What follows belongs to an exercise in optimizing a design on an open flow for small area; a production flow would make more cautious choices.
Only simulation tests tie the RTL to the original design; equivalence was not proved.
Power figures rest on the tool's default switching activity, not on a simulated workload.

==> 12-12: inputs <==
==> flow/design.v <==
module audiothrough(
    clk,
    rst,
    adc_cs,
    adc_clk,
    adc_din,
    adc_dout,
    dac_cs,
    dac_clk,
    dac_sdi,
    data_out,
    x0,
    x0_neg,
    x1,
    x1_neg,
    x2,
    x2_neg,
    y1,
    y1_neg,
    y2,
    y2_neg
);
output adc_cs, adc_clk, adc_din, dac_cs, dac_clk, dac_sdi;
input clk, rst, adc_dout, x0_neg, x1_neg, x2_neg, y1_neg, y2_neg;
input [16:0] x0, x1, x2, y1, y2;
output [9:0] data_out;
reg [4:0] c;
reg [4:0] row;
reg act;         
always @ (posedge clk)
    if (rst) begin
        c <= 0;
        row <= 0;
        act <= 0;
    end else begin
        c <= c + 1;
        if (c == 31) begin
            row <= (row == 21) ? 5'd0 : row + 1;
            if (row == 21)
                act <= 1;
        end
    end
wire busy = act && row <= 16;
assign adc_clk = c[4];
assign dac_clk = c[4];
assign adc_cs = !busy;
assign dac_cs = !busy;
assign adc_din = act && row == 0;
reg [9:0] dout_r;
assign data_out = dout_r;
reg dbit;
always @ (*)
    case (row)
        5'd4: dbit = dout_r[9];
        5'd5: dbit = dout_r[8];
        5'd6: dbit = dout_r[7];
        5'd7: dbit = dout_r[6];
        5'd8: dbit = dout_r[5];
        5'd9: dbit = dout_r[4];
        5'd10: dbit = dout_r[3];
        5'd11: dbit = dout_r[2];
        5'd12: dbit = dout_r[1];
        5'd13: dbit = dout_r[0];
        5'd2, 5'd3: dbit = 1'b1;
        default: dbit = 1'b0;
    endcase
assign dac_sdi = act && dbit;
reg [16:0] coef;
reg neg, vsel, bsel_a, bsel_b, wr_a, wr_b, swp, op;
always @ (*) begin
    coef = x0; neg = x0_neg; vsel = 0; bsel_a = 0; bsel_b = 0;
    wr_a = 0; wr_b = 0; swp = 0; op = 1;
    case (row)
        5'd17: begin coef = x0; neg = x0_neg; bsel_a = 1; wr_a = 1; end
        5'd18: begin coef = x1; neg = x1_neg; bsel_b = 1; wr_b = 1; end
        5'd19: begin coef = x0; neg = x0_neg; bsel_b = 1; wr_b = 1; end
        5'd20: begin coef = y1; neg = y1_neg; vsel = 1; bsel_b = 1; wr_b = 1; end
        5'd21: begin coef = y2; neg = y2_neg; vsel = 1; wr_a = 1; end
        5'd0:  begin coef = x2; neg = x2_neg; bsel_a = 1; wr_a = 1; end
        5'd1:  begin coef = x0; neg = !x0_neg; bsel_b = 1; wr_a = 1; swp = 1; end
        default: op = 0;
    endcase
end
reg [3:0] q;
reg pa, pw;
wire start = q == 10 && ((op && c <= 9) || (row == 17 && c == 31));
always @ (posedge clk)
    if (rst) begin
        q <= 7;
        pa <= 0;
        pw <= 0;
    end else begin
        q <= (q == 10) ? 4'd0 : q + 1;
        pa <= start || (pa && q != 9);
        pw <= (pa && q == 9) || (pw && q != 8);
    end
wire clr = pa && q == 0;
reg [10:0] rx, ra, rb;
reg [16:0] acc;
reg cy;
wire vbit = pa && (vsel ? ra[10] : rx[0]);
wire [16:0] acc_in = {acc[16:5], clr ? 5'd0 : acc[4:0]};
wire [16:0] addend = vbit ? coef : 17'd0;
wire [17:0] s;
wire [17:0] ca;
assign ca[0] = 1'b0;
genvar gi;
generate
    for (gi = 0; gi < 17; gi = gi + 1) begin : fa
        assign s[gi] = acc_in[gi] ^ addend[gi] ^ ca[gi];
        assign ca[gi+1] = (acc_in[gi] & addend[gi]) | (acc_in[gi] & ca[gi]) | (addend[gi] & ca[gi]);
    end
endgenerate
assign s[17] = ca[17];
wire p = s[0] ^ neg;
wire base = (bsel_a && ra[0]) || (bsel_b && rb[0]);
wire sum = base ^ p ^ cy;
wire cap = c == 31 && row >= 7 && row <= 16;
always @ (posedge clk) begin
    acc <= s[17:1];
    cy <= pw ? (base & p | base & cy | p & cy) : neg;
    rx <= {act && (cap ? adc_dout : rx[0]), rx[10:1]};
    ra <= {act && (pw && wr_a ? sum : ra[0]), ra[10:1]};
    rb <= {act && (pw && wr_b ? sum : (pw && swp ? ra[0] : rb[0])), rb[10:1]};
end
always @ (posedge clk)
    if (rst)
        dout_r <= 0;
    else if (row == 21 && c == 15)
        dout_r <= {rb[7:0], rb[10], rb[9]};
endmodule
==> flow/flow/run.sh <==
#!/bin/bash
# The standard layout (standard.sh) with three changes to how the
# layout is made:
#  - synthesis maps logic with an area-oriented ABC script (flow/abc.script)
#    in place of ORFS's abc_speed.script; the rest of the synthesis script
#    is ORFS's own, so registers and names are those of standard synthesis;
#  - each port is buffered by the smallest buffer cell;
#  - the clock tree uses sky130_fd_sc_hd__clkbuf_8 cells and no dummy loads.
set -euo pipefail
here=$(pwd)
rm -rf "$here/orfs_scripts"
cp -r "$FLOW_HOME/scripts" "$here/orfs_scripts"
cp "$here/flow/abc.script" "$here/orfs_scripts/abc_speed.script"
SCRIPTS_DIR="$here/orfs_scripts" bash standard.sh synth > synth.log 2>&1
export BUFFER_PORTS_ARGS="-buffer_cell sky130_fd_sc_hd__buf_1"
export CTS_ARGS="-sink_clustering_enable -repair_clock_nets -dont_use_dummy_load -buf_list sky130_fd_sc_hd__clkbuf_8"
bash standard.sh > flow.log 2>&1
==> flow/flow/abc.script <==
&get -n
&st
&deepsyn -T 30
&dch
&nf -R 1000
&put
topo
==> flow/standard.sh <==
#!/bin/bash
# synth_recipe.tcl (not shown) runs the flow's synth.tcl, then flattens the netlist and writes it again
# the make line also repeats each setting of config.mk as NAME=value (left out here)
make -C /OpenROAD-flow-scripts/flow DESIGN_CONFIG=/design/flow/config.mk WORK_HOME=/design/flow/orfs CLKGATE_MAP_FILE= SYNTH_SCRIPT=/design/flow/synth_recipe.tcl "${@:-finish}"
==> flow/config.mk <==
export PLATFORM = sky130hd
export DESIGN_NAME = audiothrough
export DESIGN_NICKNAME = audiothrough
export VERILOG_FILES = /design/flow/design.v
export SDC_FILE = /design/flow/constraint.sdc
export NUM_CORES = 4
export LEC_CHECK = 0
export CAP_MARGIN = 20
export CORE_MARGIN = 2
export CORE_UTILIZATION = 40
export SLEW_MARGIN = 20
==> flow/constraint.sdc <==
create_clock -name core_clock -period 20.0 [get_ports {clk}]
set_input_delay 4.0000 -clock core_clock [delete_from_list [all_inputs] [get_ports {clk}]]
set_output_delay 4.0000 -clock core_clock [all_outputs]
set_load 0.01 [all_outputs]
==> 03-01: changes against 12-12 <==
==> flow/design.v, changed modules only <==
module audiothrough(
    clk,
    rst,
    adc_cs,
    adc_clk,
    adc_din,
    adc_dout,
    dac_cs,
    dac_clk,
    dac_sdi,
    data_out,
    x0,
    x0_neg,
    x1,
    x1_neg,
    x2,
    x2_neg,
    y1,
    y1_neg,
    y2,
    y2_neg
);
output adc_cs, adc_clk, adc_din, dac_cs, dac_clk, dac_sdi;
input clk, rst, adc_dout, x0_neg, x1_neg, x2_neg, y1_neg, y2_neg;
input [16:0] x0, x1, x2, y1, y2;
output [9:0] data_out;
reg [4:0] c;
reg [4:0] row;
reg act;         
always @ (posedge clk)
    if (rst) begin
        c <= 0;
        row <= 0;
        act <= 0;
    end else begin
        c <= c + 1;
        if (c == 31) begin
            row <= (row == 21) ? 5'd0 : row + 1;
            if (row == 21)
                act <= 1;
        end
    end
wire busy = act && row <= 16;
assign adc_clk = c[4];
assign dac_clk = c[4];
assign adc_cs = !busy;
assign dac_cs = !busy;
assign adc_din = act && row == 0;
reg [9:0] dout_r;
assign data_out = dout_r;
reg dbit;
always @ (*)
    case (row)
        5'd4: dbit = dout_r[9];
        5'd5: dbit = dout_r[8];
        5'd6: dbit = dout_r[7];
        5'd7: dbit = dout_r[6];
        5'd8: dbit = dout_r[5];
        5'd9: dbit = dout_r[4];
        5'd10: dbit = dout_r[3];
        5'd11: dbit = dout_r[2];
        5'd12: dbit = dout_r[1];
        5'd13: dbit = dout_r[0];
        5'd2, 5'd3: dbit = 1'b1;
        default: dbit = 1'b0;
    endcase
assign dac_sdi = act && dbit;
reg [16:0] coef;
reg neg, vsel, bsel_a, bsel_b, wr_a, wr_b, swp, op;
reg [4:0] c0;
always @ (*) begin
    coef = x0; neg = x0_neg; vsel = 0; bsel_a = 0; bsel_b = 0;
    wr_a = 0; wr_b = 0; swp = 0; op = 1; c0 = 0;
    case (row)
        5'd17: begin c0 = 10; coef = x0; neg = x0_neg; bsel_a = 1; wr_a = 1; end
        5'd18: begin c0 = 0; coef = x1; neg = x1_neg; bsel_b = 1; wr_b = 1; end
        5'd19: begin c0 = 1; coef = x0; neg = x0_neg; bsel_b = 1; wr_b = 1; end
        5'd20: begin c0 = 2; coef = y1; neg = y1_neg; vsel = 1; bsel_b = 1; wr_b = 1; end
        5'd21: begin c0 = 3; coef = y2; neg = y2_neg; vsel = 1; wr_a = 1; end
        5'd0:  begin c0 = 4; coef = x2; neg = x2_neg; bsel_a = 1; wr_a = 1; end
        5'd1:  begin c0 = 5; coef = x0; neg = !x0_neg; bsel_b = 1; wr_a = 1; swp = 1; end
        default: op = 0;
    endcase
end
wire [4:0] step = c - c0;
wire clr = op && step == 0;
wire add = op && c >= c0 && step <= 9;
wire wr  = op && c >= c0 && step >= 11 && step <= 20;
reg [10:0] rx, ra, rb;
reg [16:0] acc;
reg d, cy;
wire vbit = add && (vsel ? ra[0] : rx[0]);
wire [17:0] s = (clr ? 17'd0 : acc) + (vbit ? coef : 17'd0);
wire p = d ^ neg;
wire base = (bsel_a && ra[0]) || (bsel_b && rb[0]);
wire sum = base ^ p ^ cy;
wire cap = c == 31 && row >= 7 && row <= 16;
always @ (posedge clk) begin
    acc <= s[17:1];
    d <= s[0];
    cy <= wr ? (base & p | base & cy | p & cy) : neg;
    rx <= {act && (cap ? adc_dout : rx[0]), rx[10:1]};
    ra <= {act && (wr && wr_a ? sum : ra[0]), ra[10:1]};
    rb <= {act && (wr && wr_b ? sum : (wr && swp ? ra[0] : rb[0])), rb[10:1]};
end
always @ (posedge clk)
    if (rst)
        dout_r <= 0;
    else if (row == 21 && c == 15)
        dout_r <= {rb[8:0], rb[10]};
endmodule
==> flow/run.sh (new file) <==
#!/bin/bash
# synth_recipe.tcl (not shown) runs the flow's synth.tcl, then flattens the netlist and writes it again
# the make line also repeats each setting of config.mk as NAME=value (left out here)
make -C /OpenROAD-flow-scripts/flow DESIGN_CONFIG=/design/flow/config.mk WORK_HOME=/design/flow/orfs CLKGATE_MAP_FILE= SYNTH_SCRIPT=/design/flow/synth_recipe.tcl finish
CTS_BUF_LIST = sky130_fd_sc_hd__clkbuf_4   (was unset)
CTS_CLUSTER_SIZE = 30   (was unset)
removed: flow/flow/run.sh
removed: flow/flow/abc.script
removed: flow/standard.sh
==> 06-20: changes against 12-12 <==
==> flow/design.v, changed modules only <==
module audiothrough(
    clk,
    rst,
    adc_cs,
    adc_clk,
    adc_din,
    adc_dout,
    dac_cs,
    dac_clk,
    dac_sdi,
    data_out,
    x0,
    x0_neg,
    x1,
    x1_neg,
    x2,
    x2_neg,
    y1,
    y1_neg,
    y2,
    y2_neg
);
output adc_cs, adc_clk, adc_din, dac_cs, dac_clk, dac_sdi;
input clk, rst, adc_dout, x0_neg, x1_neg, x2_neg, y1_neg, y2_neg;
input [16:0] x0, x1, x2, y1, y2;
output [9:0] data_out;
reg [4:0] c;
reg [4:0] row;
reg act;         
always @ (posedge clk)
    if (rst) begin
        c <= 0;
        row <= 0;
        act <= 0;
    end else begin
        c <= c + 1;
        if (c == 31) begin
            row <= (row == 21) ? 5'd0 : row + 1;
            if (row == 21)
                act <= 1;
        end
    end
wire busy = act && row <= 16;
assign adc_clk = c[4];
assign dac_clk = c[4];
assign adc_cs = !busy;
assign dac_cs = !busy;
assign adc_din = act && row == 0;
reg [9:0] dout_r;
assign data_out = dout_r;
reg dbit;
always @ (*)
    case (row)
        5'd4: dbit = dout_r[9];
        5'd5: dbit = dout_r[8];
        5'd6: dbit = dout_r[7];
        5'd7: dbit = dout_r[6];
        5'd8: dbit = dout_r[5];
        5'd9: dbit = dout_r[4];
        5'd10: dbit = dout_r[3];
        5'd11: dbit = dout_r[2];
        5'd12: dbit = dout_r[1];
        5'd13: dbit = dout_r[0];
        5'd2, 5'd3: dbit = 1'b1;
        default: dbit = 1'b0;
    endcase
assign dac_sdi = act && dbit;
reg [16:0] coef;
reg neg, vsel, bsel_a, bsel_b, wr_a, wr_b, swp, op;
reg [4:0] c0;
always @ (*) begin
    coef = x0; neg = x0_neg; vsel = 0; bsel_a = 0; bsel_b = 0;
    wr_a = 0; wr_b = 0; swp = 0; op = 1; c0 = 0;
    case (row)
        5'd17: begin c0 = 10; coef = x0; neg = x0_neg; bsel_a = 1; wr_a = 1; end
        5'd18: begin c0 = 0; coef = x1; neg = x1_neg; bsel_b = 1; wr_b = 1; end
        5'd19: begin c0 = 1; coef = x0; neg = x0_neg; bsel_b = 1; wr_b = 1; end
        5'd20: begin c0 = 2; coef = y1; neg = y1_neg; vsel = 1; bsel_b = 1; wr_b = 1; end
        5'd21: begin c0 = 3; coef = y2; neg = y2_neg; vsel = 1; wr_a = 1; end
        5'd0:  begin c0 = 4; coef = x2; neg = x2_neg; bsel_a = 1; wr_a = 1; end
        5'd1:  begin c0 = 5; coef = x0; neg = !x0_neg; bsel_b = 1; wr_a = 1; swp = 1; end
        default: op = 0;
    endcase
end
wire [4:0] step = c - c0;
wire clr = op && step == 0;
wire add = op && c >= c0 && step <= 9;
wire wr  = op && c >= c0 && step >= 11 && step <= 20;
reg [10:0] rx, ra, rb;
reg [16:0] acc;
reg d, cy;
wire vbit = add && (vsel ? ra[0] : rx[0]);
wire [17:0] s = (clr ? 17'd0 : acc) + (vbit ? coef : 17'd0);
wire p = d ^ neg;
wire base = (bsel_a && ra[0]) || (bsel_b && rb[0]);
wire sum = base ^ p ^ cy;
wire cap = c == 31 && row >= 7 && row <= 16;
always @ (posedge clk) begin
    acc <= s[17:1];
    d <= s[0];
    cy <= wr ? (base & p | base & cy | p & cy) : neg;
    rx <= {act && (cap ? adc_dout : rx[0]), rx[10:1]};
    ra <= {act && (wr && wr_a ? sum : ra[0]), ra[10:1]};
    rb <= {act && (wr && wr_b ? sum : (wr && swp ? ra[0] : rb[0])), rb[10:1]};
end
always @ (posedge clk)
    if (rst)
        dout_r <= 0;
    else if (row == 21 && c == 15)
        dout_r <= {rb[8:0], rb[10]};
endmodule
==> flow/flow/run.sh (replaced) <==
#!/bin/bash
# Standard layout, with each port buffered by the smallest buffer cell.
set -euo pipefail
export BUFFER_PORTS_ARGS="-buffer_cell sky130_fd_sc_hd__buf_1"
bash standard.sh > flow.log 2>&1
removed: flow/flow/abc.script
==> impl_metrics.csv <==
group,metric,value,unit
outcome,outcome,"no timing/DRC/antenna violations",
critical_path,end_kind,"output port",
layout,layout_common_cells,"108 x clkdlybuf4s50_1, 73 x dfxtp_1, 58 x nand2_1",
pwr,power.total,245,uW
die,rows,36,
layout,final_cells,696,
logic_synthesis,avgSynthCellArea,8.68,um^2
drt,initialDrtViolationCount,146,
pwr,power_leakage,2.04,nW
pwr,p_int,188,uW
-- figures above: 03-01

==> impl_metrics.csv <==
group,metric,value,unit
outcome,outcome,"no timing/DRC/antenna violations",
critical_path,end_kind,"register",
pwr,p_int,237,uW
layout,layout_common_cells,"108 x buf_1, 73 x dfxtp_1, 58 x nand2_1",
logic_synthesis,avgSynthCellArea,8.68,um^2
-- figures above: 06-20

==> impl_metrics.csv <==
group,metric,value,unit
logic_synthesis,avgSynthCellArea,10.3,um^2
layout,layout_common_cells,"108 x buf_1, 78 x dfxtp_1, 50 x nand2_1",
pwr,power.total,259,uW
layout,final_cells,530,
outcome,outcome,"no timing/DRC/antenna violations",
pwr,power_leakage,1.51,nW
-- figures above: 12-12

## afterwards: timing with drivers on the ports
The results above use ideal ports. As a check the final layouts listed here were re-extracted and re-timed, cells and wires unchanged.
Step 1: set_driving_cell puts a clkbuf_16 on clk and a buf_2 on each other input, an assumption about the parent block.
Step 2 adds t to the input delays and takes it off the output delays; t is the mean of the earliest and latest rising clock arrival at the registers after step 1. Input paths then give back, and output paths get back, about the clock's delay inside the block.
a / b / c = ideal / step 1 / step 2; a / b = the first two.
| run | t (ns) | setup slack, ns | worst setup path at the end | pins driven straight from the clock port |
|---|---|---|---|---|
| 12-12 | 0.370 | 9.233 / 9.239 / 8.868 | input to register | 1 |
| 03-01 | 0.457 | 13.412 / 13.379 / 13.248 | input to register | 1 |
| 06-20 | 0.382 | 13.876 / 13.852 / 13.510 | input to register | 1 |
After both steps every run listed still meets setup and hold. The setup slack of 06-20, which loses most, moves by -0.024 ns with the drivers and by -0.366 ns with both steps.
